This is an optimization exercise on Yosys and OpenROAD, whose aim is a short achievable clock period and few clock cycles, not a production implementation. In this exercise RTL edits were held to simulation tests only and were not proved equivalent to the original.

// riscv_pipeline
module riscv_pipeline(
  input logic clk,
  input logic rst_n,
  input logic [31:0] i_boot_addr,
  output logic [31:0] imem_rd_addr,
  input  logic [31:0] imem_rd_data,
  output logic [31:0] dmem_rd_addr,
  input  logic [31:0] dmem_rd_data,
  output logic        dmem_wr_req,
  output logic [3:0]  dmem_wr_be,
  output logic [31:0] dmem_wr_addr,
  output logic [31:0] dmem_wr_data
);
For scale: ~7400 cells after synthesis, roughly 2100 flip-flops, ~0.10 mm² of cells after synthesis.
export LEC_CHECK = 0
export CAP_MARGIN = 20
export CORE_MARGIN = 2
export CORE_UTILIZATION = 40
export SLEW_MARGIN = 20
create_clock -name core_clock -period 10.0 [get_ports {clk}]
standard.sh (not shown) runs the stock make flow with config.mk's settings and CLKGATE_MAP_FILE= SYNTH_SCRIPT=/design/flow/synth_recipe.tcl, a recipe that flattens the netlist after the stock synthesis.
==> flow/flow/run.sh <==
#!/bin/bash
set -euo pipefail
bash standard.sh SETUP_SLACK_MARGIN=7 GPL_TIMING_DRIVEN=1 MATCH_CELL_FOOTPRINT=0 \
  'BUFFER_PORTS_ARGS=-buffer_cell sky130_fd_sc_hd__buf_4' finish > make_finish.log 2>&1
Testbench counts at the start, summed over its fixed seeds: cycles 25,327.
Edit:
--- a/flow/design.v
+++ b/flow/design.v
@@ -549,15 +549,15 @@
 logic [2:0]  f3E;
 logic        wenE, loadE, storeE, brE, jalrE, predE;
 logic        eqBrE;         
 logic [31:2] altE;          
 logic        subE, arithE, cmpuE;
 logic        selSumE, selLtE, selXorE, selOrE, selAndE, selSllE, selSrE, selLinkE;
-logic [31:0] resM, sdM;
-logic [31:0] rdAddrM;          
-logic [31:0] wrAddrM;          
+logic [31:0] resM, sdM;        
+logic [31:0] resMn;            
+wire  [31:0] resMi = ~resMn;
 logic [3:0]  beM;
 logic [4:0]  rdM;
 logic [2:0]  f3M;
 logic        wenM, loadM, wreqM;
 logic [31:0] resW;
 logic [4:0]  rdW;
@@ -652,14 +652,14 @@
 wire e1 = wenE & (rdE == rs1D);
 wire m1 = wenM & (rdM == rs1D);
 wire w1 = wenW & (rdW == rs1D);
 wire e2 = wenE & (rdE == rs2D);
 wire m2 = wenM & (rdM == rs2D);
 wire w2 = wenW & (rdW == rs2D);
-wire [31:0] rs1q = (m1 & ~loadM) ? resM : w1 ? resW : rf1;
-wire [31:0] rs2q = (m2 & ~loadM) ? resM : w2 ? resW : rf2;
+wire [31:0] rs1q = (m1 & ~loadM) ? resMi : w1 ? resW : rf1;
+wire [31:0] rs2q = (m2 & ~loadM) ? resMi : w2 ? resW : rf2;
 wire        aFromE = e1 & ~isLuiD & ~isAuipcD;
 wire        aSelSum = aFromE & selSumE;
 wire        aSelOth = aFromE & ~selSumE;
 wire        aSelLd  = ~e1 & m1 & loadM & ~isLuiD & ~isAuipcD;
 wire        aSelQ   = ~aFromE & ~aSelLd;
 wire [31:0] aQ      = isLuiD ? 32'd0 : (isAuipcD ? pcD32 : rs1q);
@@ -824,30 +824,29 @@
     misM  <= misE;
     jmisM <= jmisE;
   end
 end
 always_ff @(posedge clk) begin
   resM <= resE;
-  rdAddrM <= {32{loadE}} & sumE;
-  wrAddrM <= {32{storeE}} & sumE;
+  resMn <= ~resE;
   altM  <= (jalE | (brE & takenE)) ? btgtE : linkE[31:2];    
   jtgtM <= sumE[31:2];
   uPc    <= pcE;
   uTgt   <= btgtE;
   uJalr  <= jalrE;
   uTaken <= ~brE | takenE;
   uUn    <= ~brE;
   sdM  <= sdalE;
   beM  <= beE;
   rdM  <= rdE;
   f3M  <= f3E;
 end
-assign dmem_rd_addr = rdAddrM;
+assign dmem_rd_addr = resM;
 assign dmem_wr_req  = wreqM;
 assign dmem_wr_be   = beM;
-assign dmem_wr_addr = wrAddrM;
+assign dmem_wr_addr = resM;
 assign dmem_wr_data = sdM;
 logic [3:0]  lbSelM;             
 logic        hi1M, hi3M;         
 logic        ldWM;               
 logic [3:0]  sxBM;               
 logic        sxH1M, sxH3M;       
@@ -868,13 +867,13 @@
 wire [7:0] ln2 = dmem_rd_data[23:16], ln3 = dmem_rd_data[31:24];
 wire extB = (sxBM[0] & ln0[7]) | (sxBM[1] & ln1[7]) | (sxBM[2] & ln2[7]) | (sxBM[3] & ln3[7]);
 wire extH = (sxH1M & ln1[7]) | (sxH3M & ln3[7]);
 assign ldM[7:0]   = ({8{lbSelM[0]}} & ln0) | ({8{lbSelM[1]}} & ln1) | ({8{lbSelM[2]}} & ln2) | ({8{lbSelM[3]}} & ln3);
 assign ldM[15:8]  = ({8{hi1M}} & ln1) | ({8{hi3M}} & ln3) | {8{extB}};
 assign ldM[31:16] = ldWM ? {ln3, ln2} : {16{extB | extH}};
-assign mresM = loadM ? ldM : resM;
+assign mresM = loadM ? ldM : resMi;
 always_ff @(posedge clk) begin
   if (~rst_n) wenW <= 1'b0;
   else        wenW <= wenM;
 end
 always_ff @(posedge clk) begin
   resW <= mresM;
The new run passed the timing, design-rule and antenna checks. Worst setup slack improved by 0.17 ns. Area after synthesis went down by 0.37%. Design area hardly moves. First-iteration DRC count went up by 1.4%. Die area went down by 0.37%.
Testbench counts after the change, summed over its fixed seeds: cycles 25,327.

## re-timing with driven ports
In the flow no input, the clock included, has a driving cell. The finished layouts below were timed again as built, in two steps. Step 1, drivers: a clkbuf_16 drives clk and a buf_2 each remaining input, both assumed. Step 2 adds t to the input delays and takes it off the output delays; t is the mean of the earliest and latest rising clock arrival at the registers after step 1. Input paths then give back, and output paths get back, about the clock's delay inside the block. Three values: ideal, step 1, step 2; two values: the first two.
run	shift t [ns]	setup slack, ns	pins driven straight from the clock port
the first run	0.960	6.404 / 6.404 / 5.779	1
the second run	0.956	6.575 / 6.485 / 5.817	1
After both steps setup and hold are still met in every run listed. The setup slack of the second run, which loses most, moves by -0.090 ns with the drivers and by -0.758 ns with both steps.
